Context: an optimization exercise on an open-source flow, tuned for small area, a short achievable clock period and few clock cycles. The choices shown serve that exercise and are no tape-out recipe. RTL that was checked went through simulation tests only; none was proved equivalent to the original. No functional check of the RTL was part of run 6. In every run shown here, the design's own scripts or RTL, not TritonCTS, make the clock network. No driver is modelled on the clock port, so clock power and skew are understated where the tree is cut down; a real chip needs a root buffer or a tree. Power is estimated from default activity; no workload was simulated.

File: design.v
`timescale 1ns/10ps
module LBP ( clk, reset, gray_addr, gray_req, gray_ready, gray_data, lbp_addr, lbp_valid, lbp_data, finish);
input   	clk;
input   	reset;
output      [13:0] 	gray_addr;
output  reg      	gray_req;
input   	    gray_ready;
input   [7:0] 	gray_data;
output  reg [13:0] 	lbp_addr;
output  reg 	lbp_valid;
output  reg [7:0] 	lbp_data;
output  reg 	finish;
localparam K = 10;
reg        run;       
reg [3:0]  idx;       
reg [3:0]  rh;        
reg [6:0]  col;       
reg        cend;      
reg        at7;       
reg        last;      
reg        v1, f1;    
reg        first;     
reg        wrapped;   
assign gray_addr = {rh, idx[2:0], col};
wire [3:0] idx_n = !run ? 4'd0 : last ? 4'd0 : idx + 4'd1;
wire [6:0] col_n = last ? col + 7'd1 : col;
wire [3:0] rh_p1 = rh + 4'd1;
wire [3:0] rh_m1 = rh - 4'd1;
wire [3:0] rh_n = at7 ? rh_p1 : (last & ~cend) ? rh_m1 : rh;
always @(posedge clk or posedge reset) begin
    if (reset) run <= 1'b0;
    else run <= run | gray_ready;
end
always @(posedge clk) begin
    if (!run) begin
        idx <= 4'd0;
        rh <= 4'd0;
        col <= 7'd0;
        cend <= 1'b0;
        at7 <= 1'b0;
        last <= 1'b0;
        first <= 1'b0;
        wrapped <= 1'b0;
    end else begin
        first <= last;
        wrapped <= last & cend;
        idx <= idx_n;
        rh <= rh_n;
        col <= col_n;
        if (last) cend <= (col == 7'd126);
        at7 <= (idx == 4'd6);
        last <= (idx == 4'd8);
    end
end
wire [2:0] idx_m2 = idx[2:0] - 3'd2;
wire [6:0] lrow = first ? {(wrapped ? rh : rh_p1), 3'd0} : {(idx[3] ? rh_m1 : rh), idx_m2};
wire [6:0] lcol = col + {6'b111111, ~first};    
function [1:0] cmp2;
    input [7:0] a, b;
    reg [7:0] g, p;
    reg g76, p76, g54, p54, g32, p32, g10, p10, g74, p74, g30, p30, gg, pp;
    begin
        g = a & ~b;
        p = a | ~b;
        g76 = g[7] | (p[7] & g[6]);  p76 = p[7] & p[6];
        g54 = g[5] | (p[5] & g[4]);  p54 = p[5] & p[4];
        g32 = g[3] | (p[3] & g[2]);  p32 = p[3] & p[2];
        g10 = g[1] | (p[1] & g[0]);  p10 = p[1] & p[0];
        g74 = g76 | (p76 & g54);     p74 = p76 & p54;
        g30 = g32 | (p32 & g10);     p30 = p32 & p10;
        gg  = g74 | (p74 & g30);     pp  = p74 & p30;
        cmp2 = {gg | pp, ~gg};
    end
endfunction
reg [7:0]  sr [0:K+1];  
reg [2:0]  pb [0:K];    
reg        q5;          
reg        q1;          
reg        q2a, q2b;    
wire [7:0] p  = sr[0];      
wire [7:0] dl = sr[K-1];    
wire [7:0] l  = sr[K];      
wire [7:0] ul = sr[K+1];    
wire p_ge_ul, ul_ge_p, p_ge_l, l_ge_p, p_ge_dl, dl_ge_p, l_ge_ul, ul_ge_l;
assign {p_ge_ul, ul_ge_p} = cmp2(p, ul);
assign {p_ge_l,  l_ge_p}  = cmp2(p, l);
assign {p_ge_dl, dl_ge_p} = cmp2(p, dl);
assign {l_ge_ul, ul_ge_l} = cmp2(l, ul);
integer j;
always @(posedge clk) begin
    sr[0] <= gray_data;
    for (j = 1; j <= K+1; j = j + 1) sr[j] <= sr[j-1];
    pb[0] <= {dl_ge_p, l_ge_p, ul_ge_p};
    for (j = 1; j <= K; j = j + 1) pb[j] <= pb[j-1];
    q5 <= p_ge_l;
    q1 <= ul_ge_l;
    q2a <= p_ge_dl;
    q2b <= q2a;
    gray_req <= run | gray_ready;
    v1 <= run && (idx[3:1] != 3'd0) && (col[6:1] != 6'd0) && !(rh == 4'd0 && idx[3]);
    f1 <= run && cend && (rh == 4'd15) && (idx == 4'd7);
    lbp_valid <= v1 & run;    
    finish <= f1 & run;
    lbp_addr <= {lrow, lcol};
    lbp_data <= {p_ge_ul, l_ge_ul, pb[K][2], q5, pb[K][1], q2b, q1, pb[K][0]};
end
endmodule
File: flow/run.sh
#!/bin/bash
# Own layout flow: the standard flow (standard.sh, unchanged synthesis),
# with two hooks: flow/ports.tcl after global placement sets the port
# buffers' cells (POST_GLOBAL_PLACE_TCL), and flow/clock_tree.tcl builds a
# two-level clock tree before CTS, which TritonCTS then skips (PRE_CTS_TCL).
# standard.sh's output goes to standard.log; each ORFS step keeps its own log
# under orfs/logs.
set -euo pipefail
cd "$(dirname "$0")/.."
export POST_GLOBAL_PLACE_TCL="$(pwd)/flow/ports.tcl"
export PRE_CTS_TCL="$(pwd)/flow/clock_tree.tcl"
export MY_CLK_NLEAF=16 MY_CLK_LEAF=sky130_fd_sc_hd__clkinv_4 MY_CLK_TOP=sky130_fd_sc_hd__clkinv_8
bash standard.sh > standard.log 2>&1
File: flow/clock_tree.tcl
# Clock tree of two levels, built before CTS (PRE_CTS_TCL); the CTS command
# itself is then skipped. The registers are split by balanced k-means on their
# places into NLEAF groups, each clocked by a leaf buffer at its centre; the
# leaf buffers are split the same way into NTOP groups, each driven by a top
# buffer at its centre, and the clock port drives the NTOP top buffers.
proc env_or {name default} {
  if {[info exists ::env($name)]} { return $::env($name) }
  return $default
}
set nleaf [env_or MY_CLK_NLEAF 8]
set ntop [env_or MY_CLK_NTOP 4]
set leafcell [env_or MY_CLK_LEAF sky130_fd_sc_hd__clkbuf_16]
set topcell [env_or MY_CLK_TOP sky130_fd_sc_hd__clkbuf_8]

# balanced k-means of points {x y} into k groups of at most ceil(n/k);
# returns the group of each point
proc bkmeans {pts k} {
  set n [llength $pts]
  set mx 0.0; set my 0.0
  foreach p $pts { set mx [expr {$mx + [lindex $p 0]}]; set my [expr {$my + [lindex $p 1]}] }
  set mx [expr {$mx / $n}]; set my [expr {$my / $n}]
  set order {}
  for {set i 0} {$i < $n} {incr i} {
    set p [lindex $pts $i]
    lappend order [list $i [expr {atan2([lindex $p 1] - $my, [lindex $p 0] - $mx)}]]
  }
  set order [lsort -real -index 1 $order]
  set assign [lrepeat $n 0]
  for {set j 0} {$j < $n} {incr j} { lset assign [lindex $order $j 0] [expr {$j * $k / $n}] }
  set cap [expr {($n + $k - 1) / $k}]
  for {set iter 0} {$iter < 50} {incr iter} {
    set cx [lrepeat $k 0.0]; set cy [lrepeat $k 0.0]; set cn [lrepeat $k 0]
    for {set i 0} {$i < $n} {incr i} {
      set c [lindex $assign $i]; set p [lindex $pts $i]
      lset cx $c [expr {[lindex $cx $c] + [lindex $p 0]}]
      lset cy $c [expr {[lindex $cy $c] + [lindex $p 1]}]
      lset cn $c [expr {[lindex $cn $c] + 1}]
    }
    for {set c 0} {$c < $k} {incr c} {
      if {[lindex $cn $c] > 0} {
        lset cx $c [expr {[lindex $cx $c] / [lindex $cn $c]}]
        lset cy $c [expr {[lindex $cy $c] / [lindex $cn $c]}]
      }
    }
    set pairs {}
    for {set i 0} {$i < $n} {incr i} {
      set p [lindex $pts $i]
      for {set c 0} {$c < $k} {incr c} {
        lappend pairs [list [expr {abs([lindex $p 0] - [lindex $cx $c]) + abs([lindex $p 1] - [lindex $cy $c])}] $i $c]
      }
    }
    set new [lrepeat $n -1]; set used [lrepeat $k 0]
    foreach pr [lsort -real -index 0 $pairs] {
      lassign $pr d i c
      if {[lindex $new $i] >= 0 || [lindex $used $c] >= $cap} { continue }
      lset new $i $c
      lset used $c [expr {[lindex $used $c] + 1}]
    }
    if {$new eq $assign} { break }
    set assign $new
  }
  return $assign
}

# centre of each group
proc centres {pts assign k} {
  set cx [lrepeat $k 0.0]; set cy [lrepeat $k 0.0]; set cn [lrepeat $k 0]
  foreach p $pts c $assign {
    lset cx $c [expr {[lindex $cx $c] + [lindex $p 0]}]
    lset cy $c [expr {[lindex $cy $c] + [lindex $p 1]}]
    lset cn $c [expr {[lindex $cn $c] + 1}]
  }
  set out {}
  for {set c 0} {$c < $k} {incr c} {
    lappend out [list [expr {[lindex $cx $c] / max(1, [lindex $cn $c])}] [expr {[lindex $cy $c] / max(1, [lindex $cn $c])}]]
  }
  return $out
}

set block [ord::get_db_block]
set core [$block getCoreArea]
proc add_buffer {name cell at in_net} {
  set block [ord::get_db_block]
  set core [$block getCoreArea]
  set master [[ord::get_db] findMaster $cell]
  set inst [odb::dbInst_create $block $master $name]
  set x [expr {int([lindex $at 0]) - [$master getWidth] / 2}]
  set y [expr {int([lindex $at 1]) - [$master getHeight] / 2}]
  set x [expr {max([$core xMin], min($x, [$core xMax] - [$master getWidth]))}]
  set y [expr {max([$core yMin], min($y, [$core yMax] - [$master getHeight]))}]
  $inst setLocation $x $y
  $inst setPlacementStatus PLACED
  set net [odb::dbNet_create $block clknet_$name]
  $net setSigType CLOCK
  [$inst findITerm A] connect $in_net
  [$inst findITerm [expr {[string match "*inv*" $cell] ? "Y" : "X"}]] connect $net
  return $net
}

set clk_net [$block findNet clk]
set sinks [$clk_net getITerms]
set pts {}
foreach it $sinks {
  set bb [[$it getInst] getBBox]
  lappend pts [list [expr {([$bb xMin] + [$bb xMax]) / 2.0}] [expr {([$bb yMin] + [$bb yMax]) / 2.0}]]
}
set leaf_of [bkmeans $pts $nleaf]
set leaf_at [centres $pts $leaf_of $nleaf]
set top_of [bkmeans $leaf_at $ntop]
set top_at [centres $leaf_at $top_of $ntop]

set top_net {}
for {set t 0} {$t < $ntop} {incr t} {
  lappend top_net [add_buffer clktop_$t $topcell [lindex $top_at $t] $clk_net]
}
for {set c 0} {$c < $nleaf} {incr c} {
  set net [add_buffer clkleaf_$c $leafcell [lindex $leaf_at $c] [lindex $top_net [lindex $top_of $c]]]
  set cnt 0
  foreach it $sinks g $leaf_of {
    if {$g == $c} { $it disconnect; $it connect $net; incr cnt }
  }
  puts "clock leaf $c (top [lindex $top_of $c]) at [lindex $leaf_at $c] drives $cnt registers"
}
set_propagated_clock [all_clocks]
rename clock_tree_synthesis {}
proc clock_tree_synthesis {args} { puts "clock_tree_synthesis skipped: the clock tree is built by clock_tree.tcl" }
# the tree's inverters are its own: no cloning next to the registers
rename repair_clock_inverters {}
proc repair_clock_inverters {args} { puts "repair_clock_inverters skipped: the clock tree is built by clock_tree.tcl" }
File: flow/ports.tcl
# After global placement (POST_GLOBAL_PLACE_TCL): the port buffers that
# buffer_ports inserted become buf_1 on inputs (each drives few pins) and
# buf_1 on outputs (each drives one port).
foreach inst [[ord::get_db_block] getInsts] {
  set name [$inst getName]
  set cell [[$inst getMaster] getName]
  if {[string match "input*" $name] && $cell ne "sky130_fd_sc_hd__buf_1"} {
    replace_cell $name sky130_fd_sc_hd__buf_1
  } elseif {[string match "output*" $name] && $cell ne "sky130_fd_sc_hd__buf_1"} {
    replace_cell $name sky130_fd_sc_hd__buf_1
  }
}
File: standard.sh
#!/bin/bash
# synth_recipe.tcl (not shown) runs the flow's synth.tcl, then flattens the netlist and writes it again
# the make line also repeats each setting of config.mk as NAME=value (left out here)
make -C /OpenROAD-flow-scripts/flow DESIGN_CONFIG=/design/flow/config.mk WORK_HOME=/design/flow/orfs CLKGATE_MAP_FILE= SYNTH_SCRIPT=/design/flow/synth_recipe.tcl "${@:-finish}"
File: config.mk
export PLATFORM = sky130hd
export DESIGN_NAME = LBP
export DESIGN_NICKNAME = LBP
export VERILOG_FILES = /design/flow/design.v
export SDC_FILE = /design/flow/constraint.sdc
export NUM_CORES = 4
export LEC_CHECK = 0
export CAP_MARGIN = 20
export CORE_MARGIN = 2
export CORE_UTILIZATION = 50
export PLACE_DENSITY = 0.7
export SETUP_SLACK_MARGIN = 1.9
export SLEW_MARGIN = 20
File: constraint.sdc
create_clock -name core_clock -period 3.3 [get_ports {clk}]
set_input_delay 0.6600 -clock core_clock [delete_from_list [all_inputs] [get_ports {clk}]]
set_output_delay 0.6600 -clock core_clock [all_outputs]
set_load 0.01 [all_outputs]
==> reports/qor.yml, run 1 <==
outcome:
  outcome: "complete, no violations"
power_and_ir_drop:
  power_frac_clock_pct: 18.8
  leakage_nw: 2.394
  p_sw_mw: 1.423
  p_sw_share_pct: 30.94
  powerDensity_mw_per_mm2: 800.2
  design_power_total_mw: 4.601
  comb_power_share_pct: 20.8
  seq_power_share_pct: 60.4
  internal_power_mw: 3.177
  peakVddDrop_mv: 0.4182
sta:
  slew_violations: 0
  worst_pin_slew_ns: 0.4593
  relSlewSlack_pct: 68.99
  finalClockSkew_ns: 0.02591
  setup_tns_ns: 0
  whs_ns: 0.3007
  fmax_ghz: 0.7303
  rsz0062_at_grt: "true"
  hold_viol_final: 0
  setup_viol: 0
  fin_crit_sh_pct: 41.49
  finalWorstSetupSlack_ns: 1.931
  period_needed_ns: 1.369
routing:
  antenna_left: 0
  drc_errors: 0
  wire_per_inst_um: 12.23
  finalWirelength_um: 7398
  avgViaCountPerCell: 4.876
  num_vias: 2950
  first_pass_iters: 4
  drt_first_iter_violations: 74
worst_setup_path:
  worstSetupPathType: "flop to primary output"
  r2r-start: "sr[0][2]"
  crit_start: "rh[1]"
  path_cells: "buf_1"
  worstPathRequired_ns: 2.64
  crit_arrival_ns: 0.71
  critPathMaxFanout: 6
  endpoint_kind: "primary output"
  critical_path.top_delay_family: "flip-flops"
  worst-path-buf-inv: 1
  cp_slowest_cell: "dfxtp_2"
  cp_slowest_stage_delay_ns: 0.39
  cp-start-kind: "flop"
clock_tree:
  clkTransAtPathRegs_ns: 0.07
  clk_latency_ns: 0.15
synthesis:
  synth_area_leaders: "dfxtp_1 (71%), ha_1 (3.0%), nor2b_1 (2.3%)"
  syn_nets: 425
  yosysUniqueCellTypes: 49
  synth-edff-count: 0
  yosys.area.top_type_share_pct: 71.22
  synth_ff_type: "dfxtp_1"
  ys_warn_count: 3
  synth-seq-area-share_pct: 71.71
  yosysMostFrequentCell: "dfxtp_1"
  syn_area_sq_mm: 0.005060
  syn_area_per_cell_sq_um: 12.59
  synth_common_cells: "dfxtp_1 (180), inv_1 (25), nor2b_1 (19), nand2_1 (17), nor2_1 (16)"
  yosysTopAreaCell: "dfxtp_1"
  synthCells: 402
  ys_seq_elements: 181
  async_reset_ff_share_pct: 0.5525
die:
  io_pins: 50
  start_util_pct: 51.53
  die_x_um: 104.6
  coreArea_sq_mm: 0.009819
  num_rows: 36
  die_height_um: 104.6
  dieArea_sq_mm: 0.01094
finish:
  fin_nets: 497
  regArea_sq_mm: 0.003685
  num_antenna_cells: 0
  multiInputGateArea_sq_mm: 0.001331
  drive_above_1_share_pct: 15.25
  num-fill-cells: 860
  syn_to_final_growth_pct: 13.63
global_route:
  globalRoute.totalOverflow: 0
  grt_pass1_wl_um: 12650
  grtUsageTotal_pct: 13.53
  antenna_found_initial: 0
  grt_pass1_vias: 2777
  grt_max_degree: 23
min_path:
  hold_path_class: "input pin to async pin"
placement:
  dp_slack_ns: 1.758
  post-dp-hpwl_um: 4991
  port-buffer-count: 49
run:
  maxCapViolCount: 0
[power groups by stage]
stage / Combinational [mW] / Clock [mW] / Sequential [mW]
3_5_place_dp: 0.838 / 0 / 2.82
3_3_place_gp: 1.04 / 0 / 2.80
6_report: 0.959 / 0.865 / 2.78
5_1_grt: 1.07 / 1.01 / 2.83
2_1_floorplan: 0.600 / 0 / 2.81
4_1_cts: 0.846 / 0.918 / 2.79
[cells by family (layout without fill, tap and decap cells)]
family                     after synthesis  in the layout  share of synthesized area [%]
DFF                                    181            181                          71.71
AOI/OAI and AO/OA                       53             53                          7.691
adders and majority gates               14             14                          3.388
buffers and inverters                   34            104                          2.918
and+or+nand+nor                        101            101                          11.00
xor gates and xnor gates                19             19                          3.289
[worst paths after layout]
kind / end / slack, ns / cells after the start
max: gray_addr[11] / 1.93 / 1
min: run / 0.30 / 2
max reg2reg: lbp_data[7] / 1.93 / 4
min reg2reg: lbp_data[0] / 0.32 / 0
max in group asynchronous: run / 2.90 / 2
min in group core_clock: lbp_data[0] / 0.32 / 0
[placed cells by master (no fill, tap or decap), drive strengths merged, types with 12 or more instances in the layout]
cell type,count
dfxtp,180
buf,52
inv,25
clkinv,20
nor2b,19
nand2,17
nor2,16
xnor2,12
and2,12
ha,12
[through the flow]
step | instances | instance area (sq um) | utilization, %
finish | 605 | 5749 | 58.55
global route | 605 | 5749 | 58.55
CTS | 595 | 5593 | 56.96
detailed placement | 575 | 5356 | 54.55
global placement | 575 | 5663 | 57.67
floorplan | 402 | 5060 | -
[final cells by class]
type	instances	share of cell area (%)
flip-flops and latches	181	64.09
multi-input cells	187	23.16
inverters	45	5.201
repair buffers	59	4.657
well taps	133	2.894
[state kept, by name, indices dropped and copies added, names as in the netlist]
signal,cells
at7,1
cend,1
col,7
f1,1
finish,1
first,1
gray_req,1
idx,4
last,1
lbp_addr,14
lbp_data,8
lbp_valid,1
pb,33
q1,1
q2a,1
q2b,1
q5,1
rh,4
run,1
sr,96
v1,1
wrapped,1
[what timing repair did]
action                     in CTS  in global routing
resized for setup              21                 31
setup endpoints to repair      21                 24
hold buffers                    0                  0
pin swaps                       1                 12
buffers inserted                0                 10
[layer usage]
metal	vias to the layer above	global-route usage, %	part of all wire (%)
met5	-	0	0
li1	1482	-	-
met4	0	4.286	2.1
met1	1372	18.28	46
met2	82	22.13	46
met3	14	2.495	5.9
Testbench counts, summed over its fixed seeds: cycles 163,840.
==> inputs of run 2 (changes only) <==
--- a/config.mk
+++ b/config.mk
@@ -8,6 +8,6 @@
 export CAP_MARGIN = 20
 export CORE_MARGIN = 2
-export CORE_UTILIZATION = 50
-export PLACE_DENSITY = 0.7
+export CORE_UTILIZATION = 55
+export PLACE_DENSITY = 0.75
 export SETUP_SLACK_MARGIN = 1.9
 export SLEW_MARGIN = 20
==> run 2 against run 1 <==
  * Critical path type unchanged
  * First-iteration DRC count increased by 20%
  * Synthesized area unchanged
  * Still clean
  * Clock power about the same
  * Register-to-register slack improved by 0.02 ns
  * Sequential power about the same
==> reports/qor.yml, run 2 <==
outcome:
  outcome: "complete, no violations"
routing:
  num_vias: 2856  # -3.2%
  first_pass_iters: 6  # +2
  avgViaCountPerCell: 5.002  # +2.6%
  finalWirelength_um: 7181  # -2.9%
  antenna_left: 0  # unchanged
  wire_per_inst_um: 12.58  # +2.8%
  drt_first_iter_violations: 89  # +20%
  drc_errors: 0  # unchanged
synthesis:
  synth-seq-area-share_pct: 71.71  # unchanged
  ys_warn_count: 3  # unchanged
  synth-edff-count: 0  # unchanged
  syn_nets: 425  # unchanged
  yosysUniqueCellTypes: 49  # unchanged
  async_reset_ff_share_pct: 0.5525  # unchanged
  synth_common_cells: "dfxtp_1 (180), inv_1 (25), nor2b_1 (19), nand2_1 (17), nor2_1 (16)"
  synth_ff_type: "dfxtp_1"
  syn_area_sq_mm: 0.005060  # unchanged
  synthCells: 402  # unchanged
  yosysTopAreaCell: "dfxtp_1"
  ys_seq_elements: 181  # unchanged
  yosysMostFrequentCell: "dfxtp_1"
  synth_area_leaders: "dfxtp_1 (71%), ha_1 (3.0%), nor2b_1 (2.3%)"
  yosys.area.top_type_share_pct: 71.22  # unchanged
  syn_area_per_cell_sq_um: 12.59  # unchanged
worst_setup_path:
  critPathMaxFanout: 6  # unchanged
  endpoint_kind: "primary output"
  cp_slowest_stage_delay_ns: 0.40  # about the same
  critical_path.top_delay_family: "flip-flops"
  worstPathRequired_ns: 2.64  # about the same
  worstSetupPathType: "flop to primary output"
  worst-path-buf-inv: 1  # unchanged
  cp-start-kind: "flop"
  cp_slowest_cell: "dfxtp_2"
  crit_arrival_ns: 0.70  # about the same
  path_cells: "clkbuf_2"
sta:
  setup_viol: 0  # unchanged
  fmax_ghz: 0.7340  # +0.50%
  setup_tns_ns: 0  # unchanged
  period_needed_ns: 1.362  # -0.006830 ns
  relSlewSlack_pct: 63.94  # -5.1 points
  worst_pin_slew_ns: 0.5410  # +0.08166 ns
  fin_crit_sh_pct: 41.28  # -0.21 points
  finalWorstSetupSlack_ns: 1.938  # +0.006830 ns
  finalClockSkew_ns: 0.01356  # -0.01235 ns
  hold_viol_final: 0  # unchanged
  rsz0062_at_grt: "true"
  slew_violations: 0  # unchanged
global_route:
  grt_max_degree: 23  # unchanged
  globalRoute.totalOverflow: 0  # unchanged
  grt_pass1_vias: 2683  # -3.4%
  grtUsageTotal_pct: 14.43  # +0.90 points
  antenna_found_initial: 0  # unchanged
  grt_pass1_wl_um: 12140  # -4.0%
clock_tree:
  clk_latency_ns: 0.14  # about the same
  ctsHoldBuffers: 0  # unchanged
  clkTransAtPathRegs_ns: 0.07  # about the same
finish:
  syn_to_final_growth_pct: 11.18
  final_common_cell: "dfxtp_1"
  largest_reg_flops: 96  # unchanged
  fin_nets: 488  # -1.8%
  num-fill-cells: 725  # -16%
  drive_above_1_share_pct: 12.74  # -2.5 points
  regMostFlops: "sr"
  layout_common_cells: "dfxtp_1 (159), buf_1 (44), inv_1 (23)"
  fin_area_sq_mm: 0.005625  # -2.2%
  regArea_sq_mm: 0.003677  # -0.20%
  multiInputGateArea_sq_mm: 0.001316  # -1.1%
  top_regs: "sr x96, pb x33, lbp_addr x14"
  num_antenna_cells: 0  # unchanged
die:
  dieArea_sq_mm: 0.009983  # -8.7%
  num_rows: 34  # -5.6%
  start_util_pct: 57.46  # +5.9 points
  io_pins: 50  # unchanged
  coreArea_sq_mm: 0.008806  # -10%
  die_height_um: 99.92  # -4.5%
  die_x_um: 99.92  # -4.5%
placement:
  dp_slack_ns: 1.808  # +0.04957 ns
  port-buffer-count: 49  # unchanged
  post-dp-hpwl_um: 4760  # -4.6%
  place_area_sq_mm: 0.005325  # -0.58%
power_and_ir_drop:
  leakage_nw: 2.339  # -2.3%
  powerDensity_mw_per_mm2: 803.5  # +0.41%
  peakVddDrop_mv: 0.4759  # +14%
min_path:
  hold_path_class: "input pin to async pin"
run:
  maxCapViolCount: 0  # unchanged
## run 2: worst paths after layout
| check | startpoint | end | slack (ns) | cells past startpoint |
|---|---|---|---|---|
| max in group asynchronous | reset | run | 2.90 | 2 |
| worst max register to register | sr[0][2] | lbp_data[7] | 1.95 | 4 |
| min in group core_clock | pb[4][2] | pb[5][2] | 0.32 | 0 |
| worst max-delay path | idx[1] | gray_addr[8] | 1.94 | 1 |
| worst min-delay path | reset | run | 0.31 | 2 |
| worst min register to register | pb[4][2] | pb[5][2] | 0.32 | 0 |
## run 2: area by class of cell
cell class	instances	share of cell area (%)
tap	108	2.402
multi-input combinational	187	23.40
timing repair buffer	50	3.514
inverter	45	5.316
sequential	181	65.37
## run 2: worst reg2reg max path, cell delays in order, from the launching register on
cell	delay [ns]
dfxtp_4	0.37
nor2b_2	0.16
maj3_2	0.31
a211o_1	0.23
a21o_1	0.18
## run 2: where the power goes
| part | total (mW) | switching (mW) | internal [mW] |
|---|---|---|---|
| sequential | 2.80 | 0.250 | 2.55 |
| combinational | 0.856 | 0.454 | 0.402 |
| clock | 0.862 | 0.694 | 0.168 |
| total | 4.52 | 1.40 | 3.12 |
## run 2: logic make-up after synthesis
logic type | synth area share [%]
adder cells (fa/ha/maj) | 3.388
AO/OA/AOI/OAI | 7.691
buffers and inverters | 2.918
XOR/XNOR | 3.289
AND/OR/NAND/NOR | 11.00
flip-flops | 71.71
## run 2: timing repair
action                                  in CTS  in global routing
cloned                                       0                  0
buffers inserted                             1                  0
pin swaps                                    1                  7
gates resized for setup                     17                 26
endpoints found under the setup margin      20                 24
## run 2: per-stage QoR
| step | hold slack (ns) | instances | power [mW] | util (%) |
|---|---|---|---|---|
| 2_1_floorplan | 0.3096 | 402 | 3.405 | - |
| 3_3_place_gp | 0.3105 | 550 | 3.839 | 63.95 |
| 3_5_place_dp | 0.3121 | 550 | 3.652 | 60.47 |
| 4_1_cts | 0.3060 | 571 | 4.539 | 63.19 |
| 5_1_grt | 0.3166 | 571 | 4.828 | 63.88 |
| 6_report | 0.3111 | 571 | 4.520 | 63.88 |
## run 2: routing by layer
layer / wire length [um] / vias to the layer above / global-route usage, %
li1: - / 1461 / -
met1: 3424 / 1313 / 19.48
met2: 3263 / 73 / 24.74
met3: 366 / 9 / 1.950
met4: 125 / 0 / 3.688
met5: 0 / - / 0
==> inputs of run 3 (changes only) <==
--- a/config.mk
+++ b/config.mk
@@ -10,4 +10,4 @@
 export CORE_UTILIZATION = 55
 export PLACE_DENSITY = 0.75
-export SETUP_SLACK_MARGIN = 1.9
+export SETUP_SLACK_MARGIN = 1.925
 export SLEW_MARGIN = 20
==> run 3 against run 2 <==
  * Largest power group unchanged
  * Largest cell class unchanged
  * Power rose by 2.2%
  * Register-to-register slack barely moved
  * Final area rose by 1.6%
  * Flip-flop and latch count did not move
  * Sequential share of layout area fell by 0.94 points
  * Clock power barely moved
  * Via count rose by 2.4%
  * Highest routed layer unchanged
  * Still clean
==> reports/qor.yml, run 3 <==
outcome:
  outcome: "complete, no violations"
power_and_ir_drop:
  peakVddDrop_mv: 0.5392  # +13%
  powerDensity_mw_per_mm2: 808.3  # +0.59%
  leakage_nw: 2.411  # +3.1%
worst_setup_path:
  cp_slowest_cell: "or4_1"
  cp-start-kind: "flop"
  ff2ff_setup_slack_ns: 1.94  # about the same
  crit_arrival_ns: 1.44  # +0.74 ns
  worstPathRequired_ns: 3.38  # +0.74 ns
  critical_path.top_delay_family: "simple AND/OR/NAND/NOR gates"
  cp_slowest_stage_delay_ns: 0.50  # +0.10 ns
  worstSetupPathType: "flop to flop"
  worst-path-buf-inv: 0  # -1
  endpoint_kind: "flop"
  critPathMaxFanout: 6  # unchanged
  r2r-start: "sr[10][3]"
  reg2reg_depth: 4  # unchanged
  path_cells: "and2b_1, or4_1, o2111ai_1, a21o_1"
  r2r_end: "lbp_data[6]"
finish:
  regArea_sq_mm: 0.003684  # +0.17%
  fin_area_sq_mm: 0.005717  # +1.6%
  drive_above_1_share_pct: 16.46  # +3.7 points
  num_antenna_cells: 0  # unchanged
  fin_nets: 499  # +2.3%
  syn_to_final_growth_pct: 12.98
  multiInputGateArea_sq_mm: 0.001310  # -0.47%
  regMostFlops: "sr"
  largest_reg_flops: 96  # unchanged
  num-fill-cells: 710  # -2.1%
  final_common_cell: "dfxtp_1"
  layout_common_cells: "dfxtp_1 (158), buf_1 (37), inv_1 (22)"
  fin_util_pct: 64.92  # +1.0 points
  top_regs: "sr x96, pb x33, lbp_addr x14"
synthesis:
  synth_ff_type: "dfxtp_1"
  yosysMostFrequentCell: "dfxtp_1"
  yosysUniqueCellTypes: 49  # unchanged
  syn_nets: 425  # unchanged
  synth-seq-area-share_pct: 71.71  # unchanged
  syn_area_sq_mm: 0.005060  # unchanged
  synth_area_leaders: "dfxtp_1 (71%), ha_1 (3.0%), nor2b_1 (2.3%)"
  synthCells: 402  # unchanged
  ys_seq_elements: 181  # unchanged
  synth_common_cells: "dfxtp_1 (180), inv_1 (25), nor2b_1 (19), nand2_1 (17), nor2_1 (16)"
  ys_warn_count: 3  # unchanged
  syn_area_per_cell_sq_um: 12.59  # unchanged
  async_reset_ff_share_pct: 0.5525  # unchanged
  yosys.area.top_type_share_pct: 71.22  # unchanged
  synth-edff-count: 0  # unchanged
  yosysTopAreaCell: "dfxtp_1"
placement:
  dp_slack_ns: 1.803  # -0.004320 ns
  post-dp-hpwl_um: 4827  # +1.4%
  port-buffer-count: 49  # unchanged
  place_area_sq_mm: 0.005326  # about the same
global_route:
  busiest_layer: "met2"
  grt_max_degree: 23  # unchanged
  grt_util_met2_pct: 25.36  # +0.62 points
  grt_pass1_vias: 2690  # +0.26%
  grt_util_met3_pct: 2.577  # +0.63 points
  grtUsageTotal_pct: 14.35  # -0.085 points
  antenna_found_initial: 0  # unchanged
  met1_usage_pct: 18.27  # -1.2 points
  globalRoute.totalOverflow: 0  # unchanged
  grt_pass1_wl_um: 12000  # -1.2%
sta:
  relSlewSlack_pct: 63.04  # -0.90 points
  setup_tns_ns: 0  # unchanged
  slew_violations: 0  # unchanged
  finalClockSkew_ns: 0.02011  # +0.006547 ns
  period_needed_ns: 1.358  # -0.004610 ns
  finalWorstSetupSlack_ns: 1.942  # +0.004610 ns
  rsz0062_at_grt: "true"
  fin_crit_sh_pct: 41.14  # -0.14 points
  setup_viol: 0  # unchanged
  whs_ns: 0.3067  # -0.004410 ns
  worst_pin_slew_ns: 0.5544  # +0.01345 ns
  fmax_ghz: 0.7365  # +0.34%
  hold_viol_final: 0  # unchanged
routing:
  wire_per_inst_um: 12.60  # +0.17%
  finalWirelength_um: 7332  # +2.1%
  drt_first_iter_violations: 84  # -5.6%
  num_vias: 2924  # +2.4%
  first_pass_iters: 4  # -2
  antenna_left: 0  # unchanged
  avgViaCountPerCell: 5.024  # +0.45%
  drc_errors: 0  # unchanged
die:
  io_pins: 50  # unchanged
  num_rows: 34  # unchanged
  dieArea_sq_mm: 0.009983  # unchanged
  die_height_um: 99.92  # unchanged
  coreArea_sq_mm: 0.008806  # unchanged
  die_x_um: 99.92  # unchanged
  start_util_pct: 57.46  # unchanged
min_path:
  hold_path_class: "input pin to async pin"
clock_tree:
  clk_latency_ns: 0.15  # about the same
  clkTransAtPathRegs_ns: 0.07  # about the same
run:
  maxCapViolCount: 0  # unchanged
==> run 3: cell counts after synthesis <==
No cell type changed its count.
==> run 3: cell type report <==
class	instances	area share, %
repair buffers	61	5.056
inverters	45	5.231
flip-flops and latches	181	64.43
well taps	108	2.364
multi-input cells	187	22.92
==> run 3: kinds of logic (layout without fill, tap and decap cells) <==
logic type | Yosys count | in the layout | synth area share, %
DFF | 181 | 181 | 71.71
and+or+nand+nor | 101 | 101 | 11.00
xor gates and xnor gates | 19 | 19 | 3.289
buffers and inverters | 34 | 106 | 2.918
adders and majority gates | 14 | 14 | 3.388
AOI/OAI and AO/OA | 53 | 53 | 7.691
==> run 3: worst max path at each step <==
stage / start / end / cells after the start
2_1_floorplan: rh[2] / rh[3] / 5
3_3_place_gp: col[1] / gray_addr[1] / 1
3_5_place_dp: last / rh[3] / 4
4_1_cts: col[1] / gray_addr[1] / 1
5_1_grt: sr[0][6] / q2a / 4
6_report: sr[10][3] / lbp_data[6] / 4
==> run 3: stage by stage <==
stage          cells  total power [mW]
2_1_floorplan    402             3.407
3_3_place_gp     550             3.837
3_5_place_dp     550             3.656
4_1_cts          570             4.551
5_1_grt          582             4.935
6_report         582             4.621
==> run 3: layer usage <==
metal | routed length [um] | part of all wire, %
met4 | 150 | 2.0
met3 | 426 | 5.8
met1 | 3328 | 45
met5 | 0 | 0
met2 | 3427 | 47
==> run 3: where the power goes <==
part | switching, mW | internal (mW) | total, mW
Combinational | 0.497 | 0.474 | 0.972
Sequential | 0.230 | 2.56 | 2.79
Clock | 0.695 | 0.168 | 0.863
==> run 3: what timing repair did <==
item | 4_1_cts | 5_1_grt
hold buffers | 0 | 0
endpoints found under the setup margin | 24 | 24
pin swaps | 2 | 8
buffers inserted | 0 | 12
gates resized for setup | 27 | 26
==> inputs of run 4 (changes only) <==
--- a/config.mk
+++ b/config.mk
@@ -10,4 +10,4 @@
 export CORE_UTILIZATION = 55
 export PLACE_DENSITY = 0.75
-export SETUP_SLACK_MARGIN = 1.925
+export SETUP_SLACK_MARGIN = 1.875
 export SLEW_MARGIN = 20
==> run 4 against run 3 <==
  * Still clean
  * First-iteration DRC count shrank 9.5%
  * Flip-flop and latch count is the same
  * Global-route usage grew 0.055 points
  * Sequential power is essentially flat
  * Critical endpoint is now gray_addr[9]
==> reports/qor.yml, run 4 <==
synthesis:
  synth_common_cells: "dfxtp_1 (180), inv_1 (25), nor2b_1 (19), nand2_1 (17), nor2_1 (16)"
  ys_seq_elements: 181  # unchanged
  synth_ff_type: "dfxtp_1"
  ys_warn_count: 3  # unchanged
  yosysMostFrequentCell: "dfxtp_1"
  async_reset_ff_share_pct: 0.5525  # unchanged
  syn_nets: 425  # unchanged
  syn_area_sq_mm: 0.005060  # unchanged
  yosysUniqueCellTypes: 49  # unchanged
  yosys.area.top_type_share_pct: 71.22  # unchanged
  synthCells: 402  # unchanged
  synth-edff-count: 0  # unchanged
  synth_area_leaders: "dfxtp_1 (71%), ha_1 (3.0%), nor2b_1 (2.3%)"
  syn_area_per_cell_sq_um: 12.59  # unchanged
  yosysTopAreaCell: "dfxtp_1"
  synth-seq-area-share_pct: 71.71  # unchanged
sta:
  hold_viol_final: 0  # unchanged
  slew_violations: 0  # unchanged
  relSlewSlack_pct: 63.41  # +0.37 points
  finalClockSkew_ns: 0.01313  # -0.006976 ns
  fmax_ghz: 0.7206  # -2.2%
  period_needed_ns: 1.388  # +0.03000 ns
  setup_tns_ns: 0  # unchanged
  finalWorstSetupSlack_ns: 1.912  # -0.03000 ns
  setup_viol: 0  # unchanged
  rsz0062_at_grt: "true"
  worst_pin_slew_ns: 0.5489  # -0.005527 ns
  fin_crit_sh_pct: 42.05  # +0.91 points
power_and_ir_drop:
  powerDensity_mw_per_mm2: 805.2  # -0.38%
  leakage_nw: 2.319  # -3.8%
  design_power_total_mw: 4.504  # -2.5%
  peakVddDrop_mv: 0.4756  # -12%
worst_setup_path:
  critical_path.top_delay_family: "flip-flops"
  worstPathRequired_ns: 2.64  # -0.74 ns
  worstSetupPathType: "flop to primary output"
  endpoint_kind: "primary output"
  r2r-start: "sr[10][3]"
  crit_arrival_ns: 0.73  # -0.71 ns
  reg2reg_depth: 4  # unchanged
  cp_slowest_stage_delay_ns: 0.39  # -0.11 ns
  r2r_end: "lbp_data[6]"
  ff2ff_setup_slack_ns: 1.94  # about the same
  worstSetupEndpoint: "gray_addr[9]"
  cp_num_cells: 1  # -3
  path_cells: "buf_1"
  crit_start: "idx[2]"
  cp_slowest_cell: "dfxtp_1"
  critPathMaxFanout: 4  # -2
  worst-path-buf-inv: 1  # +1
  cp-start-kind: "flop"
finish:
  layout_common_cells: "dfxtp_1 (162), buf_1 (48), inv_1 (22)"
  final_common_cell: "dfxtp_1"
  fin_area_sq_mm: 0.005594  # -2.1%
  regMostFlops: "sr"
  num_antenna_cells: 0  # unchanged
  top_regs: "sr x96, pb x33, lbp_addr x14"
  instances_no_fill: 571  # -1.9%
  syn_to_final_growth_pct: 10.56
  fin_nets: 488  # -2.2%
  drive_above_1_share_pct: 10.80  # -5.7 points
  largest_reg_flops: 96  # unchanged
die:
  dieArea_sq_mm: 0.009983  # unchanged
  die_x_um: 99.92  # unchanged
  io_pins: 50  # unchanged
  num_rows: 34  # unchanged
  coreArea_sq_mm: 0.008806  # unchanged
  start_util_pct: 57.46  # unchanged
  die_height_um: 99.92  # unchanged
global_route:
  antenna_found_initial: 0  # unchanged
  globalRoute.totalOverflow: 0  # unchanged
  grtUsageTotal_pct: 14.40  # +0.055 points
  grt_max_degree: 23  # unchanged
  grt_pass1_vias: 2677  # -0.48%
  grt_pass1_wl_um: 12120  # +1.0%
placement:
  port-buffer-count: 49  # unchanged
  dp_cells: 550  # unchanged
  place_area_sq_mm: 0.005325  # about the same
  post-dp-hpwl_um: 4760  # -1.4%
  dp_slack_ns: 1.808  # +0.004320 ns
routing:
  wire_per_inst_um: 12.45  # -1.2%
  finalWirelength_um: 7108  # -3.1%
  drc_errors: 0  # unchanged
  drt_first_iter_violations: 76  # -9.5%
  num_vias: 2835  # -3.0%
  first_pass_iters: 4  # unchanged
  antenna_left: 0  # unchanged
  avgViaCountPerCell: 4.965  # -1.2%
clock_tree:
  clkTransAtPathRegs_ns: 0.07  # about the same
  clk_latency_ns: 0.14  # about the same
run:
  maxCapViolCount: 0  # unchanged
min_path:
  hold_path_class: "input pin to async pin"
outcome:
  outcome: "complete, no violations"
-- run 4: cell counts after synthesis --
Identical to the previous run, type by type.
-- run 4: report_power, final --
group,leakage (nW),internal [mW],switching (mW)
Sequential,1.53,2.55,0.250
Clock,0.0935,0.167,0.691
Combinational,0.699,0.396,0.454
Total,2.32,3.11,1.39
-- run 4: kinds of logic (layout without fill, tap and decap cells) --
| group | count (synthesis) | in the layout | share of synthesized area, % |
|---|---|---|---|
| flip-flops | 181 | 181 | 71.71 |
| adder cells (fa/ha/maj) | 14 | 14 | 3.388 |
| buffers and inverters | 34 | 95 | 2.918 |
| AO/OA/AOI/OAI | 53 | 53 | 7.691 |
| AND/OR/NAND/NOR | 101 | 101 | 11.00 |
| XOR/XNOR | 19 | 19 | 3.289 |
-- run 4: worst min path at each step --
stage	start	end	slack, ns	depth (start not counted)
after floorplan	pb[10][0]	lbp_data[0]	0.31	0
after global placement	pb[0][0]	pb[1][0]	0.31	0
after detailed placement	pb[1][0]	pb[2][0]	0.31	0
after CTS	reset	run	0.31	2
after global routing	reset	run	0.32	2
final	reset	run	0.31	2
-- run 4: final cells by class --
class,instances,area [sq um]
Tap cell,108,135.1
Sequential cell,181,3666
Timing Repair Buffer,50,192.7
Multi-Input combinational cell,187,1301
Inverter,45,299.0
Fill cell,733,3212
-- run 4: routing by layer --
metal | global-route usage (%) | wire length [um] | vias up
li1 | - | - | 1459
met1 | 19.44 | 3406 | 1289
met2 | 24.69 | 3187 | 76
met3 | 1.950 | 374 | 11
met4 | 3.688 | 138 | 0
met5 | 0 | 0 | -
-- run 4: timing repair --
action,CTS,global route
setup buffers,1,0
setup endpoints to repair,15,18
gates resized for setup,10,21
hold buffers,0,0
pin swaps,1,2
-- run 4: stage by stage --
stage / hold slack [ns] / utilization, %
final: 0.3101 / 63.53
after global routing: 0.3163 / 63.53
after CTS: 0.3060 / 63.03
after detailed placement: 0.3121 / 60.47
after global placement: 0.3105 / 63.95
after floorplan: 0.3096 / -
==> inputs of run 5 (changes only) <==
--- a/flow/run.sh
+++ b/flow/run.sh
@@ -10,4 +10,4 @@
 export POST_GLOBAL_PLACE_TCL="$(pwd)/flow/ports.tcl"
 export PRE_CTS_TCL="$(pwd)/flow/clock_tree.tcl"
-export MY_CLK_NLEAF=16 MY_CLK_LEAF=sky130_fd_sc_hd__clkinv_4 MY_CLK_TOP=sky130_fd_sc_hd__clkinv_8
+export MY_CLK_NLEAF=12 MY_CLK_LEAF=sky130_fd_sc_hd__clkinv_4 MY_CLK_TOP=sky130_fd_sc_hd__clkinv_4
 bash standard.sh > standard.log 2>&1
--- a/config.mk
+++ b/config.mk
@@ -10,4 +10,4 @@
 export CORE_UTILIZATION = 55
 export PLACE_DENSITY = 0.75
-export SETUP_SLACK_MARGIN = 1.875
+export SETUP_SLACK_MARGIN = 1.95
 export SLEW_MARGIN = 20
==> run 5 against run 4 <==
  * Sequential power down 2%
  * Via count increased by 6.5%
  * First-iteration DRC count rose by 26%
  * Synthesized area unchanged
  * Flip-flop and latch count unchanged
  * Power is 4.9% higher
  * Register-to-register slack barely moved
  * Clock power decreased by about 10%
  * Still clean
  * Global-route usage increased by 0.93 points
  * Final area rose by 5.7%
==> reports/qor.yml, run 5 <==
finish:
  largest_reg_flops: 96  # unchanged
  drive_above_1_share_pct: 23.60  # +13 points
  fin_nets: 508  # +4.1%
  instances_no_fill: 591  # +3.5%
  regMostFlops: "sr"
  num-fill-cells: 673  # -8.2%
  fin_area_sq_mm: 0.005916  # +5.7%
  top_regs: "sr x96, pb x33, lbp_addr x14"
  final_common_cell: "dfxtp_1"
  layout_common_cells: "dfxtp_1 (153), buf_4 (25), inv_1 (23), buf_1 (23), nand2_1 (17)"
  syn_to_final_growth_pct: 16.91
  num_antenna_cells: 0  # unchanged
run:
  maxCapViolCount: 0  # unchanged
power_and_ir_drop:
  peakVddDrop_mv: 0.3843  # -19%
  leakage_nw: 2.528  # +9.0%
  powerDensity_mw_per_mm2: 798.9  # -0.78%
die:
  num_rows: 34  # unchanged
  start_util_pct: 57.46  # unchanged
  coreArea_sq_mm: 0.008806  # unchanged
  dieArea_sq_mm: 0.009983  # unchanged
  io_pins: 50  # unchanged
  die_height_um: 99.92  # unchanged
  die_x_um: 99.92  # unchanged
synthesis:
  yosysMostFrequentCell: "dfxtp_1"
  syn_nets: 425  # unchanged
  synth_common_cells: "dfxtp_1 (180), inv_1 (25), nor2b_1 (19), nand2_1 (17), nor2_1 (16)"
  async_reset_ff_share_pct: 0.5525  # unchanged
  synth-edff-count: 0  # unchanged
  synth_ff_type: "dfxtp_1"
  syn_area_per_cell_sq_um: 12.59  # unchanged
  yosysTopAreaCell: "dfxtp_1"
  synth_area_leaders: "dfxtp_1 (71%), ha_1 (3.0%), nor2b_1 (2.3%)"
  ys_seq_elements: 181  # unchanged
  yosys.area.top_type_share_pct: 71.22  # unchanged
  synth-seq-area-share_pct: 71.71  # unchanged
  syn_area_sq_mm: 0.005060  # unchanged
  ys_warn_count: 3  # unchanged
  yosysUniqueCellTypes: 49  # unchanged
  synthCells: 402  # unchanged
worst_setup_path:
  critical_path.top_delay_family: "flip-flops"
  path_cells: "buf_6"
  cp_slowest_stage_delay_ns: 0.40  # about the same
  cp_slowest_cell: "dfxtp_4"
  worstPathRequired_ns: 2.64  # about the same
  crit_arrival_ns: 0.69  # -0.04 ns
  critPathMaxFanout: 5  # +1
  worstSetupPathType: "flop to primary output"
  worst-path-buf-inv: 1  # unchanged
  cp-start-kind: "flop"
  endpoint_kind: "primary output"
sta:
  fmax_ghz: 0.7407  # +2.8%
  finalClockSkew_ns: 0.01882  # +0.005690 ns
  rsz0062_at_grt: "true"
  finalWorstSetupSlack_ns: 1.950  # +0.03761 ns
  setup_viol: 0  # unchanged
  hold_viol_final: 0  # unchanged
  fin_crit_sh_pct: 40.91  # -1.1 points
  relSlewSlack_pct: 61.88  # -1.5 points
  period_needed_ns: 1.350  # -0.03761 ns
  slew_violations: 0  # unchanged
  setup_tns_ns: 0  # unchanged
  worst_pin_slew_ns: 0.5718  # +0.02296 ns
placement:
  port-buffer-count: 49  # unchanged
  post-dp-hpwl_um: 4985  # +4.7%
  dp_slack_ns: 1.814  # +0.006000 ns
  dp_cells: 550  # unchanged
  place_area_sq_mm: 0.005336  # +0.21%
global_route:
  antenna_found_initial: 0  # unchanged
  grt_max_degree: 23  # unchanged
  grtUsageTotal_pct: 15.34  # +0.93 points
  grt_pass1_wl_um: 12800  # +5.6%
  grt_pass1_vias: 2928  # +9.4%
  globalRoute.totalOverflow: 0  # unchanged
min_path:
  hold_path_class: "input pin to async pin"
clock_tree:
  clk_latency_ns: 0.18  # +0.04 ns
  clkTransAtPathRegs_ns: 0.10  # +0.03 ns
outcome:
  outcome: "complete, no violations"
routing:
  antenna_left: 0  # unchanged
  wire_per_inst_um: 13.33  # +7.1%
  first_pass_iters: 4  # unchanged
  drt_first_iter_violations: 96  # +26%
  finalWirelength_um: 7879  # +11%
  num_vias: 3019  # +6.5%
  drc_errors: 0  # unchanged
  avgViaCountPerCell: 5.108  # +2.9%
## run 5: power by group
group          internal [mW]  switching (mW)
clock                  0.111           0.659
combinational          0.625           0.596
sequential              2.56           0.176
total                   3.30            1.43
## run 5: repair_timing
| item | CTS | global route |
|---|---|---|
| resized for setup | 50 | 49 |
| setup endpoints to repair | 28 | 38 |
| setup buffers | 21 | 4 |
| pin swaps | 5 | 13 |
| hold buffers | 0 | 0 |
## run 5: area by class of cell
type	instances	area, sq um	area share [%]
sequential	181	3702	62.58
multi-input combinational	187	1363	23.03
timing repair buffer	74	479.2	8.101
inverter	41	236.5	3.997
tap	108	135.1	2.284
## run 5: path summary, 6_finish.rpt
kind	start	end	slack, ns	depth (start not counted)
max	rh[1]	gray_addr[11]	1.95	1
min	reset	run	0.27	2
max reg2reg	sr[10][0]	lbp_data[6]	1.95	4
min reg2reg	sr[6][3]	sr[7][3]	0.31	0
max in group asynchronous	reset	run	2.94	2
min in group core_clock	sr[6][3]	sr[7][3]	0.31	0
## run 5: logic make-up after synthesis
family          count (synthesis)  share of synthesized area [%]
flops                         181                          71.71
simple gates                  101                          11.00
fa+ha+maj                      14                          3.388
xor+xnor                       19                          3.289
buf+inv                        34                          2.918
compound gates                 53                          7.691
## run 5: through the flow
step                      power (mW)  hold slack [ns]  util [%]
after detailed placement       3.658           0.3121     60.60
after global placement         3.844           0.3099     64.08
after global routing           5.023           0.2530     67.18
after floorplan                3.414           0.3096         -
after CTS                      4.605           0.2567     65.05
final                          4.726           0.2702     67.18
## run 5: per-layer routing
layer	routed length [um]	vias to the layer above	track usage, %
li1	-	1505	-
met1	3420	1392	19.27
met2	3744	99	27.08
met3	474	23	2.368
met4	241	0	5.269
met5	0	-	0
==> inputs of run 6 (changes only) <==
--- a/design.v
+++ b/design.v
@@ -20,6 +20,4 @@
 reg        last;      
 reg        v1, f1;    
-reg        first;     
-reg        wrapped;   
 assign gray_addr = {rh, idx[2:0], col};
 wire [3:0] idx_n = !run ? 4'd0 : last ? 4'd0 : idx + 4'd1;
@@ -40,9 +38,5 @@
         at7 <= 1'b0;
         last <= 1'b0;
-        first <= 1'b0;
-        wrapped <= 1'b0;
     end else begin
-        first <= last;
-        wrapped <= last & cend;
         idx <= idx_n;
         rh <= rh_n;
@@ -53,4 +47,6 @@
     end
 end
+wire       first = (idx == 4'd0);
+wire       wrapped = first & (col == 7'd0);
 wire [2:0] idx_m2 = idx[2:0] - 3'd2;
 wire [6:0] lrow = first ? {(wrapped ? rh : rh_p1), 3'd0} : {(idx[3] ? rh_m1 : rh), idx_m2};
--- a/flow/run.sh
+++ b/flow/run.sh
@@ -10,4 +10,4 @@
 export POST_GLOBAL_PLACE_TCL="$(pwd)/flow/ports.tcl"
 export PRE_CTS_TCL="$(pwd)/flow/clock_tree.tcl"
-export MY_CLK_NLEAF=12 MY_CLK_LEAF=sky130_fd_sc_hd__clkinv_4 MY_CLK_TOP=sky130_fd_sc_hd__clkinv_4
+export MY_CLK_NLEAF=16 MY_CLK_LEAF=sky130_fd_sc_hd__clkinv_4 MY_CLK_TOP=sky130_fd_sc_hd__clkinv_8
 bash standard.sh > standard.log 2>&1
--- a/config.mk
+++ b/config.mk
@@ -10,4 +10,4 @@
 export CORE_UTILIZATION = 55
 export PLACE_DENSITY = 0.75
-export SETUP_SLACK_MARGIN = 1.95
+export SETUP_SLACK_MARGIN = 1.9
 export SLEW_MARGIN = 20
==> run 6 against run 5 <==
  * Still clean on timing, DRC and antenna
  * Final area down 0.15%
  * Worst hold slack better by 0.034 ns
  * Global-route usage down 0.17 points
  * Wire length down 2.1%
  * Utilization down 2.0 points
  * Critical path type is now flop to flop
==> reports/qor.yml, run 6 <==
routing:
  finalWirelength_um: 7717  # -2.1%
  wire_per_inst_um: 12.97  # -2.7%
  antenna_left: 0  # unchanged
  drc_errors: 0  # unchanged
  first_pass_iters: 4  # unchanged
  drt_first_iter_violations: 93  # -3.1%
  num_vias: 2963  # -1.9%
  avgViaCountPerCell: 4.980  # -2.5%
synthesis:
  ys_seq_elements: 179  # -1.1%
  syn_area_per_cell_sq_um: 12.60  # about the same
  synth-edff-count: 0  # unchanged
  yosysUniqueCellTypes: 50  # +2.0%
  synth_common_cells: "dfxtp_1 (178), inv_1 (27), nor2b_1 (22), nor2_1 (18)"
  synth-seq-area-share_pct: 70.85  # -0.86 points
  yosysTopAreaCell: "dfxtp_1"
  syn_nets: 426  # +0.24%
  async_reset_ff_share_pct: 0.5587  # +0.0062 points
  yosys.area.top_type_share_pct: 70.36  # -0.86 points
  synth_area_leaders: "dfxtp_1 (70%), ha_1 (3.2%), nor2b_1 (2.7%)"
  yosysMostFrequentCell: "dfxtp_1"
  synthCells: 402  # unchanged
  ys_warn_count: 3  # unchanged
  syn_area_sq_mm: 0.005065  # about the same
  synth_ff_type: "dfxtp_1"
finish:
  regMostFlops: "sr"
  fin_nets: 510  # +0.39%
  largest_reg_flops: 96  # unchanged
  num-fill-cells: 697  # +3.6%
  num_antenna_cells: 0  # unchanged
  top_regs: "sr x96, pb x33, lbp_addr x14"
  instances_no_fill: 595  # +0.68%
  final_common_cell: "dfxtp_1"
  layout_common_cells: "dfxtp_1 (157), buf_1 (42), nor2b_1 (21)"
  drive_above_1_share_pct: 19.63  # -4.0 points
  fin_util_pct: 65.16  # -2.0 points
  syn_to_final_growth_pct: 16.63
sta:
  slew_violations: 0  # unchanged
  setup_tns_ns: 0  # unchanged
  fmax_ghz: 0.6077  # -18%
  worst_pin_slew_ns: 0.5088  # -0.06301 ns
  relSlewSlack_pct: 66.08  # +4.2 points
  hold_viol_final: 0  # unchanged
  fin_crit_sh_pct: 49.86  # +8.9 points
  setup_viol: 0  # unchanged
  rsz0062_at_grt: "true"
  period_needed_ns: 1.645  # +0.2953 ns
  finalClockSkew_ns: 0.02467  # +0.005847 ns
  finalWorstSetupSlack_ns: 1.655  # -0.2953 ns
die:
  dieArea_sq_mm: 0.009992  # about the same
  coreArea_sq_mm: 0.009065  # +2.9%
  start_util_pct: 55.87  # -1.6 points
  die_x_um: 99.96  # about the same
  io_pins: 50  # unchanged
  die_height_um: 99.96  # about the same
  num_rows: 35  # +2.9%
worst_setup_path:
  crit_arrival_ns: 1.72  # +1.03 ns
  critPathMostFrequentCell: "ha_4"
  cp_slowest_cell: "or3_4"
  path_cells: "inv_4, ha_4, nand2b_4, nor2_4, inv_2, ha_4, or3_4, nor3_4, xor2_1"
  ff2ff_setup_slack_ns: 1.65  # -0.30 ns
  cp-start-kind: "flop"
  cp_slowest_stage_delay_ns: 0.41  # about the same
  worstPathRequired_ns: 3.37  # +0.73 ns
  critPathMaxFanout: 2  # -3
  worstSetupPathType: "flop to flop"
  endpoint_kind: "flop"
power_and_ir_drop:
  seq_power_share_pct: 56.4  # -1.5 points
  leakage_nw: 2.450  # -3.1%
  p_sw_mw: 1.516  # +6.0%
  comb_power_share_pct: 26.1  # +0.3 points
  peakVddDrop_mv: 0.3960  # +3.0%
  p_sw_share_pct: 31.14  # +0.87 points
  internal_power_mw: 3.352  # +1.7%
  powerDensity_mw_per_mm2: 824.1  # +3.1%
  power_frac_clock_pct: 17.5  # +1.2 points
global_route:
  met1_usage_pct: 19.23  # -0.032 points
  busiest_layer: "met2"
  grt_util_met3_pct: 3.064  # +0.70 points
  antenna_found_initial: 0  # unchanged
  grtUsageTotal_pct: 15.17  # -0.17 points
  grt_util_met2_pct: 26.51  # -0.57 points
  globalRoute.totalOverflow: 0  # unchanged
  grt_max_degree: 20  # -13%
  grt_pass1_wl_um: 12650  # -1.2%
  grt_pass1_vias: 2846  # -2.8%
clock_tree:
  clkTransAtPathRegs_ns: 0.07  # -0.03 ns
  clk_latency_ns: 0.15  # -0.03 ns
placement:
  post-dp-hpwl_um: 5014  # +0.59%
  port-buffer-count: 49  # unchanged
  dp_slack_ns: 1.499  # -0.3146 ns
  dp_cells: 554  # +0.73%
min_path:
  hold_path_class: "input pin to async pin"
outcome:
  outcome: "complete, no violations"
run:
  maxCapViolCount: 0  # unchanged
[run 6: final cells by class]
class	instances	area, sq um	area share [%]
inverters	47	309.0	5.232
repair buffers	70	384.1	6.503
well taps	111	138.9	2.351
flip-flops and latches	179	3637	61.58
multi-input cells	188	1438	24.34
[run 6: repair_timing]
action,in CTS,in global routing
buffers inserted,14,7
hold buffers,0,0
resized for setup,29,31
endpoints found under the hold margin,0,0
pin swaps,8,4
setup endpoints to repair,30,33
[run 6: logic make-up (layout without fill, tap and decap cells)]
kind of cell / Yosys count / count (layout) / share of synthesized area (%)
AOI/OAI and AO/OA: 50 / 50 / 7.412
xor gates and xnor gates: 19 / 19 / 3.286
adders and majority gates: 15 / 15 / 3.631
buffers and inverters: 35 / 117 / 3.063
DFF: 179 / 179 / 70.85
muxes: 3 / 3 / 0.5929
and+or+nand+nor: 101 / 101 / 11.17
[run 6: path summary, 6_finish.rpt]
| check | from | to | cells after the start |
|---|---|---|---|
| setup / recovery | idx[1] | lbp_addr[5] | 9 |
| hold / removal | reset | run | 2 |
| max in group asynchronous | reset | run | 2 |
| min in group core_clock | sr[5][1] | sr[6][1] | 0 |
| setup reg to reg | idx[1] | lbp_addr[5] | 9 |
| hold reg to reg | sr[5][1] | sr[6][1] | 0 |
[run 6: routing by layer]
metal,wire length [um],up-vias
met4,200,0
met2,3696,72
met3,389,18
met1,3430,1381
met5,0,-
li1,-,1492
[run 6: metrics by stage]
stage | hold slack (ns) | instance area [sq um] | total power [mW]
floorplan | 0.3096 | 5119 | 3.468
global placement | 0.3100 | 5693 | 3.903
detailed placement | 0.3121 | 5386 | 3.727
CTS | 0.2909 | 5777 | 4.781
global route | 0.3070 | 5907 | 5.173
finish | 0.3046 | 5907 | 4.868
[run 6: critical path, delay by kind of cell (launching register included)]
| kind | cells | cell delay [ns] |
|---|---|---|
| XOR/XNOR | 1 | 0.14 |
| AND/OR/NAND/NOR | 4 | 0.69 |
| buffers and inverters | 2 | 0.10 |
| flip-flops | 1 | 0.35 |
| adder cells (fa/ha/maj) | 2 | 0.27 |
[run 6: power groups by stage]
stage	sequential [mW]	clock [mW]	combinational, mW
floorplan	2.78	0	0.687
global placement	2.78	0	1.12
detailed placement	2.80	0	0.928
CTS	2.74	0.895	1.15
global route	2.79	0.978	1.40
finish	2.74	0.853	1.27

==> port drivers added, routing unchanged <==
In the flow no input, the clock included, has a driving cell. The finished layouts below were timed again as built, in two steps. Step 1 (the two cells are an assumption about what drives the block):
set clk [get_ports {clk}]
set_driving_cell -lib_cell sky130_fd_sc_hd__clkbuf_16 $clk
set_driving_cell -lib_cell sky130_fd_sc_hd__buf_2 [delete_from_list [all_inputs] $clk]
Step 2 moves the port delays by t, midway between the first and last clock arrival at a register: inputs arrive t later, outputs are due t later. That takes back most of the time a late clock gives input paths. a / b / c = ideal ports / drivers / drivers and shift; a / b = the first two.
| run | shift t [ns] | setup slack, ns | worst slew at a driven data input, ns | pins driven straight from the clock port |
|---|---|---|---|---|
| run 1 | 0.271 | 1.931 / 1.797 / 1.931 | 0.03 | 4 |
| run 2 | 0.271 | 1.938 / 1.804 / 1.950 | 0.03 | 4 |
| run 3 | 0.272 | 1.942 / 1.825 / 1.942 | 0.03 | 4 |
| run 4 | 0.270 | 1.912 / 1.779 / 1.936 | 0.03 | 4 |
| run 5 | 0.262 | 1.950 / 1.861 / 1.952 | 0.03 | 4 |
| run 6 | 0.273 | 1.655 / 1.654 / 1.654 | 0.03 | 4 |
After both steps every run listed still meets setup and hold. The setup slack of run 6, which loses most, moves by -0.001 ns with the drivers and by -0.001 ns with both steps.
